Background: an optimization exercise with open tools, aiming at small area. Do not read the settings as production practice. At most, simulation tests tie the RTL to the original design; equivalence was not proved. No driver is modelled on the clock port, so clocking that relies on it looks cheaper here than on a real chip.

==> inputs of 03-13 <==
==> flow/design.v <==
module uart_rx #(
    parameter CLK_FREQ      = 50_000_000    ,
    parameter BAUD_RATE     = 9600          ,
    parameter DATA_WIDTH    = 8             ,
    parameter PARITY        = 0             ,
    parameter STOP_BIT      = 1
)(
    input   logic                   clk             ,
    input   logic                   rst             ,
    output  logic [DATA_WIDTH-1:0]  m_axis_tdata    ,
    output  logic                   m_axis_tvalid   ,
    input   logic                   m_axis_tready   ,
    output  logic                   frame_error     ,
    output  logic                   parity_error    ,
    input   logic                   rx_wire
);
    localparam logic [8:0] POS_0   = 9'b011000111;   
    localparam logic [8:0] POS_217 = 9'b000010000;   
    logic       rx_d0, rx_d1, rx_flag;
    logic [8:0] lfsr;
    logic [3:0] tick_cnt;      
    logic [7:0] shreg;
    logic       par;
    wire tick  = lfsr[0] & ~lfsr[1] & ~lfsr[3] & ~lfsr[4] & ~lfsr[5] & ~lfsr[6] & lfsr[7];
    wire pos_v = ~(lfsr[0] | lfsr[1] | lfsr[3] | lfsr[5] | lfsr[6] | lfsr[7] | lfsr[8]);
    wire rx_negedge = rx_d1 & ~rx_d0;
    assign m_axis_tvalid = pos_v & (tick_cnt == 4'd0);    
    assign m_axis_tdata  = shreg;
    assign parity_error  = par;
    assign frame_error   = ~rx_d0;
    always_ff @(posedge clk or posedge rst) begin
        if (rst) begin
            rx_d0    <= 1'b0;
            rx_d1    <= 1'b0;
            rx_flag  <= 1'b0;
            tick_cnt <= 4'd5;
        end else begin
            rx_d0    <= rx_wire;
            rx_d1    <= rx_d0;
            rx_flag  <= rx_negedge | (rx_flag & ~m_axis_tvalid);
            tick_cnt <= rx_flag ? tick_cnt + {3'd0, tick} : 4'd5;
        end
    end
    always_ff @(posedge clk) begin
        lfsr <= !rx_flag ? POS_0 : tick ? POS_217 : {lfsr[7:0], lfsr[8] ^ lfsr[1]};
        if (tick && tick_cnt[3:1] != 3'b111)
            shreg <= {rx_wire, shreg[7:1]};
        if (tick)
            par <= (tick_cnt == 4'd5) ? 1'b0 : (tick_cnt == 4'd15) ? par : par ^ rx_wire;
    end
endmodule
module uart_tx #(
    parameter CLK_FREQ      = 50_000_000    ,
    parameter BAUD_RATE     = 9600          ,
    parameter DATA_WIDTH    = 8             ,
    parameter PARITY        = 0             ,
    parameter STOP_BIT      = 1
)(
    input   logic                   clk             ,
    input   logic                   rst             ,
    input   logic [DATA_WIDTH-1:0]  s_axis_tdata    ,
    input   logic                   s_axis_tvalid   ,
    output  logic                   s_axis_tready   ,
    output  logic                   tx_wire
);
    localparam logic [8:0] POS_0 = 9'b000010000;
    logic [8:0] lfsr;
    logic [3:0] slot;          
    logic [7:0] data;          
    logic       par;           
    wire last = lfsr[0] & ~lfsr[1] & ~lfsr[3] & ~lfsr[4] & ~lfsr[5] & ~lfsr[6] & lfsr[7];
    wire hs   = s_axis_tvalid & s_axis_tready;
    always_ff @(posedge clk or posedge rst) begin
        if (rst)
            s_axis_tready <= 1'b1;
        else if (hs)
            s_axis_tready <= 1'b0;
        else if (last && slot == 4'd10)
            s_axis_tready <= 1'b1;
    end
    always_ff @(posedge clk) begin
        lfsr <= (s_axis_tready | last) ? POS_0 : {lfsr[7:0], lfsr[8] ^ lfsr[1]};
        slot <= s_axis_tready ? 4'd0 : slot + {3'd0, last};
        if (hs)
            data <= {s_axis_tdata[6:0], s_axis_tdata[7]};
        par  <= s_axis_tready ? 1'b0 : par ^ (last & tx_wire);
    end
    always_comb begin
        if (s_axis_tready)
            tx_wire = 1'b1;
        else if (slot == 4'd0)
            tx_wire = 1'b0;
        else if (slot == 4'd9)
            tx_wire = par;
        else if (slot == 4'd10)
            tx_wire = 1'b1;
        else
            tx_wire = data[slot[2:0]];
    end
endmodule
module uart #(
    parameter CLK_FREQ      = 50_000_000    ,
    parameter BAUD_RATE     = 115200        ,
    parameter DATA_WIDTH    = 8             ,
    parameter PARITY        = 2             ,    
    parameter STOP_BIT      = 1                  
)(
    input   logic                   clk             ,
    input   logic                   rst             ,
    input   logic [DATA_WIDTH-1:0]  s_axis_tdata    ,
    input   logic                   s_axis_tvalid   ,
    output  logic                   s_axis_tready   ,
    output  logic [DATA_WIDTH-1:0]  m_axis_tdata    ,
    output  logic                   m_axis_tvalid   ,
    input   logic                   m_axis_tready   ,
    output  logic                   frame_error     ,        
    output  logic                   parity_error    ,        
    input   logic                   rx_wire         ,
    output  logic                   tx_wire         
);
    uart_rx #(
        .CLK_FREQ      (CLK_FREQ  ),
        .BAUD_RATE     (BAUD_RATE ),
        .DATA_WIDTH    (DATA_WIDTH),
        .PARITY        (PARITY    ),
        .STOP_BIT      (STOP_BIT  )   
    )u_uart_rx(
        .clk             ,
        .rst             ,
        .m_axis_tdata    ,
        .m_axis_tvalid   ,
        .m_axis_tready   ,
        .frame_error     ,
        .parity_error    ,
        .rx_wire         
    );
    uart_tx #(
        .CLK_FREQ      (CLK_FREQ  ),
        .BAUD_RATE     (BAUD_RATE ),
        .DATA_WIDTH    (DATA_WIDTH),    
        .PARITY        (PARITY    ),
        .STOP_BIT      (STOP_BIT  )   
    )u_uart_tx(
        .clk             ,
        .rst             ,
        .s_axis_tdata    ,
        .s_axis_tvalid   ,
        .s_axis_tready   ,
        .tx_wire         
    );
endmodule
==> flow/run.sh <==
#!/bin/bash
# synth_recipe.tcl (not shown) runs the flow's synth.tcl, then flattens the netlist and writes it again
# the make line also repeats each setting of config.mk as NAME=value (left out here)
make -C /OpenROAD-flow-scripts/flow DESIGN_CONFIG=/design/flow/config.mk WORK_HOME=/design/flow/orfs CLKGATE_MAP_FILE= SYNTH_SCRIPT=/design/flow/synth_recipe.tcl finish
==> flow/config.mk <==
export PLATFORM = sky130hd
export DESIGN_NAME = uart
export DESIGN_NICKNAME = uart
export VERILOG_FILES = /design/flow/design.v
export SDC_FILE = /design/flow/constraint.sdc
export NUM_CORES = 4
export LEC_CHECK = 0
export CAP_MARGIN = 20
export CORE_MARGIN = 2
export CORE_UTILIZATION = 40
export SLEW_MARGIN = 20
==> flow/constraint.sdc <==
create_clock -name core_clock -period 20.0 [get_ports {clk}]
set_input_delay 4.0000 -clock core_clock [delete_from_list [all_inputs] [get_ports {clk}]]
set_output_delay 4.0000 -clock core_clock [all_outputs]
set_load 0.01 [all_outputs]
==> inputs of 04-24, as changes to 03-13 <==
--- a/flow/design.v
+++ b/flow/design.v
@@ -24,7 +24,7 @@
     wire tick  = lfsr[0] & ~lfsr[1] & ~lfsr[3] & ~lfsr[4] & ~lfsr[5] & ~lfsr[6] & lfsr[7];
     wire pos_v = ~(lfsr[0] | lfsr[1] | lfsr[3] | lfsr[5] | lfsr[6] | lfsr[7] | lfsr[8]);
     wire rx_negedge = rx_d1 & ~rx_d0;
-    assign m_axis_tvalid = pos_v & (tick_cnt == 4'd0);    
+    assign m_axis_tvalid = rx_flag & pos_v & (tick_cnt == 4'd0);    
     assign m_axis_tdata  = shreg;
     assign parity_error  = par;
     assign frame_error   = ~rx_d0;
@@ -33,15 +33,14 @@
             rx_d0    <= 1'b0;
             rx_d1    <= 1'b0;
             rx_flag  <= 1'b0;
-            tick_cnt <= 4'd5;
         end else begin
             rx_d0    <= rx_wire;
             rx_d1    <= rx_d0;
             rx_flag  <= rx_negedge | (rx_flag & ~m_axis_tvalid);
-            tick_cnt <= rx_flag ? tick_cnt + {3'd0, tick} : 4'd5;
         end
     end
     always_ff @(posedge clk) begin
+        tick_cnt <= rx_flag ? tick_cnt + {3'd0, tick} : 4'd5;
         lfsr <= !rx_flag ? POS_0 : tick ? POS_217 : {lfsr[7:0], lfsr[8] ^ lfsr[1]};
         if (tick && tick_cnt[3:1] != 3'b111)
             shreg <= {rx_wire, shreg[7:1]};
@@ -65,38 +64,28 @@
 );
     localparam logic [8:0] POS_0 = 9'b000010000;
     logic [8:0] lfsr;
-    logic [3:0] slot;          
-    logic [7:0] data;          
+    logic [9:0] shreg;
     logic       par;           
     wire last = lfsr[0] & ~lfsr[1] & ~lfsr[3] & ~lfsr[4] & ~lfsr[5] & ~lfsr[6] & lfsr[7];
     wire hs   = s_axis_tvalid & s_axis_tready;
+    wire tail = (shreg[9:1] == 9'd0);      
     always_ff @(posedge clk or posedge rst) begin
         if (rst)
             s_axis_tready <= 1'b1;
         else if (hs)
             s_axis_tready <= 1'b0;
-        else if (last && slot == 4'd10)
+        else if (last && tail && !shreg[0])
             s_axis_tready <= 1'b1;
     end
     always_ff @(posedge clk) begin
         lfsr <= (s_axis_tready | last) ? POS_0 : {lfsr[7:0], lfsr[8] ^ lfsr[1]};
-        slot <= s_axis_tready ? 4'd0 : slot + {3'd0, last};
         if (hs)
-            data <= {s_axis_tdata[6:0], s_axis_tdata[7]};
-        par  <= s_axis_tready ? 1'b0 : par ^ (last & tx_wire);
+            shreg <= {1'b1, s_axis_tdata, 1'b0};
+        else if (last)
+            shreg <= {1'b0, shreg[9:1]};
+        par  <= s_axis_tready ? 1'b0 : par ^ (last & shreg[0] & ~tail);
     end
-    always_comb begin
-        if (s_axis_tready)
-            tx_wire = 1'b1;
-        else if (slot == 4'd0)
-            tx_wire = 1'b0;
-        else if (slot == 4'd9)
-            tx_wire = par;
-        else if (slot == 4'd10)
-            tx_wire = 1'b1;
-        else
-            tx_wire = data[slot[2:0]];
-    end
+    assign tx_wire = s_axis_tready | (tail ? (~shreg[0] | par) : shreg[0]);
 endmodule
 module uart #(
     parameter CLK_FREQ      = 50_000_000    ,
==> flow/flow/run.sh (new file) <==
#!/bin/bash
# Standard layout, with two changes: the port buffers are buf_1 cells, and the
# clock is distributed by a few buffers placed by flow/cts_pre.tcl instead of
# TritonCTS's tree (TritonCTS then finds no net to build). Each ORFS step logs
# to orfs/logs/; make's output goes to standard.log.
set -o pipefail
source flow/params.sh
bash standard.sh \
  BUFFER_PORTS_ARGS="-buffer_cell sky130_fd_sc_hd__buf_1" \
  PRE_CTS_TCL="$PWD/flow/cts_pre.tcl" \
  CTS_GROUPS="$CTS_GROUPS" CTS_CELL="$CTS_CELL" CTS_ROOT="$CTS_ROOT" \
  CTS_ARGS="-clk_nets clk -dont_use_dummy_load -buf_list $CTS_CELL" \
  finish > standard.log 2>&1
==> flow/flow/cts_pre.tcl (new file) <==
# Clock distribution for this small design, in place of TritonCTS's H-tree
# (which splits the sinks into groups of at most 15 with a buffer each).
# The clock pins are split into CTS_GROUPS groups by x position; one cell of
# type CTS_CELL, placed at the centroid of its group, drives each group. If
# CTS_ROOT is set, the clock port drives one CTS_ROOT cell, placed at the
# centroid of all sinks, and that cell drives the group cells (use a pair of
# inverters to keep the clock's polarity).
set groups $::env(CTS_GROUPS)
set block [ord::get_db_block]
set db [ord::get_db]
set clk_net [$block findNet clk]
set sinks {}
set ax 0
set ay 0
foreach it [$clk_net getITerms] {
  set loc [[$it getInst] getLocation]
  lappend sinks [list [lindex $loc 0] [lindex $loc 1] $it]
  set ax [expr {$ax + [lindex $loc 0]}]
  set ay [expr {$ay + [lindex $loc 1]}]
}
set n [llength $sinks]
set src_net $clk_net
if {[info exists ::env(CTS_ROOT)] && $::env(CTS_ROOT) ne ""} {
  set root [odb::dbInst_create $block [$db findMaster $::env(CTS_ROOT)] clkbuf_root]
  set src_net [odb::dbNet_create $block clk_root]
  $src_net setSigType CLOCK
  [$root findITerm A] connect $clk_net
  [$root findITerm Y] connect $src_net
  $root setLocation [expr {$ax / $n}] [expr {$ay / $n}]
  $root setPlacementStatus PLACED
}
set master [$db findMaster $::env(CTS_CELL)]
set out_pin [expr {[string match *inv* $::env(CTS_CELL)] ? "Y" : "X"}]
set sinks [lsort -integer -index 0 $sinks]
for {set g 0} {$g < $groups} {incr g} {
  set lo [expr {($g * $n) / $groups}]
  set hi [expr {(($g + 1) * $n) / $groups - 1}]
  set buf [odb::dbInst_create $block $master clkbuf_leaf_$g]
  set net [odb::dbNet_create $block clk_leaf_$g]
  $net setSigType CLOCK
  set sx 0
  set sy 0
  foreach s [lrange $sinks $lo $hi] {
    set sx [expr {$sx + [lindex $s 0]}]
    set sy [expr {$sy + [lindex $s 1]}]
    set it [lindex $s 2]
    $it disconnect
    $it connect $net
  }
  set cnt [expr {$hi - $lo + 1}]
  [$buf findITerm A] connect $src_net
  [$buf findITerm $out_pin] connect $net
  $buf setLocation [expr {$sx / $cnt}] [expr {$sy / $cnt}]
  $buf setPlacementStatus PLACED
  puts "cts_pre: clkbuf_leaf_$g drives $cnt clock pins"
}
==> flow/flow/params.sh (new file) <==
CTS_GROUPS=1
CTS_CELL=sky130_fd_sc_hd__clkinv_16
CTS_ROOT=sky130_fd_sc_hd__clkinv_1
==> flow/standard.sh (new file) <==
#!/bin/bash
# synth_recipe.tcl (not shown) runs the flow's synth.tcl, then flattens the netlist and writes it again
# the make line also repeats each setting of config.mk as NAME=value (left out here)
make -C /OpenROAD-flow-scripts/flow DESIGN_CONFIG=/design/flow/config.mk WORK_HOME=/design/flow/orfs CLKGATE_MAP_FILE= SYNTH_SCRIPT=/design/flow/synth_recipe.tcl "${@:-finish}"
CORE_UTILIZATION = 70   (was 40)
PLACE_DENSITY = 0.85   (was unset)
removed: flow/run.sh
==> qor summary <==
Run status: 04-24 aborted with a tool error; 03-13 finished clean
Last stage reached: 04-24 clock tree synthesis; 03-13 -
Average footprint of a synthesized cell: 04-24 12.8 um^2; 03-13 13.0 um^2
Weighted congestion at the end of routability-driven global placement: 04-24 0.769; 03-13 0.844
Synthesized-area fraction occupied by xor and xnor cells: 04-24 2.65%; 03-13 3.49%
Share of synthesized area occupied by flip-flops and latches: 04-24 67.2%; 03-13 66.8%
HPWL reported at the end of detailed placement: 04-24 1910 um; 03-13 2030 um
Dpl ws: 04-24 14.69 ns; 03-13 14.02 ns
Y dimension of the die: 04-24 52.6 um; 03-13 70.3 um
FFs w/ async S/R, synth: 04-24 8.70%; 03-13 16.7%
Instance count of the mapped netlist: 04-24 129; 03-13 135
Fraction of synthesized area in multiplexers: 04-24 0.605%; 03-13 2.28%
Simple-Gate Fraction of Synth Area: 04-24 16.8%; 03-13 17.7%
Count of unique library cells instantiated by Yosys: 04-24 38; 03-13 36
Total of flip-flops plus latches after synthesis: 04-24 46; 03-13 48
Synthesized-area fraction occupied by ao, oa, aoi and oai cells: 04-24 8.77%; 03-13 4.63%
Area of placed instances: 04-24 1760 um^2; 03-13 2040 um^2
# placed instances: 04-24 177; 03-13 207
Width of the die: 04-24 52.6 um; 03-13 70.3 um
Synthesized net count: 04-24 144; 03-13 152
Share of the synthesized area in the top cell type: 04-24 30.8%; 03-13 29.0%
Fraction of the mapped netlist area in adder cells: 04-24 1.51%; 03-13 2.85%
Combined area of all synthesized cells: 04-24 1660 um^2; 03-13 1760 um^2
Only the layout flow was run in 04-24; the RTL was not checked for function there.

## what the ideal ports hide
How much do the figures lean on ideal ports? The routed layout below was timed once more, with nothing changed but the port constraints.
Step 1 (the two cells are an assumption about what drives the block):
set clk [get_ports {clk}]
set_driving_cell -lib_cell sky130_fd_sc_hd__clkbuf_16 $clk
set_driving_cell -lib_cell sky130_fd_sc_hd__buf_2 [delete_from_list [all_inputs] $clk]
Step 2 adds t to the input delays and takes it off the output delays; t is the mean of the earliest and latest rising clock arrival at the registers after step 1. Input paths then give back, and output paths get back, about the clock's delay inside the block.
Slacks: ideal ports / drivers / drivers and shift; pairs: ideal ports / drivers.
run: 03-13
t, ns: 0.322
slack for setup (ns): 13.688 / 13.662 / 13.983
worst setup path after step 2: register to output
worst data-port slew with drivers (ns): 0.03
After both steps 03-13 still meets setup and hold. For 03-13, drivers alone change the setup slack by -0.026 ns; drivers and shift together by +0.295 ns.
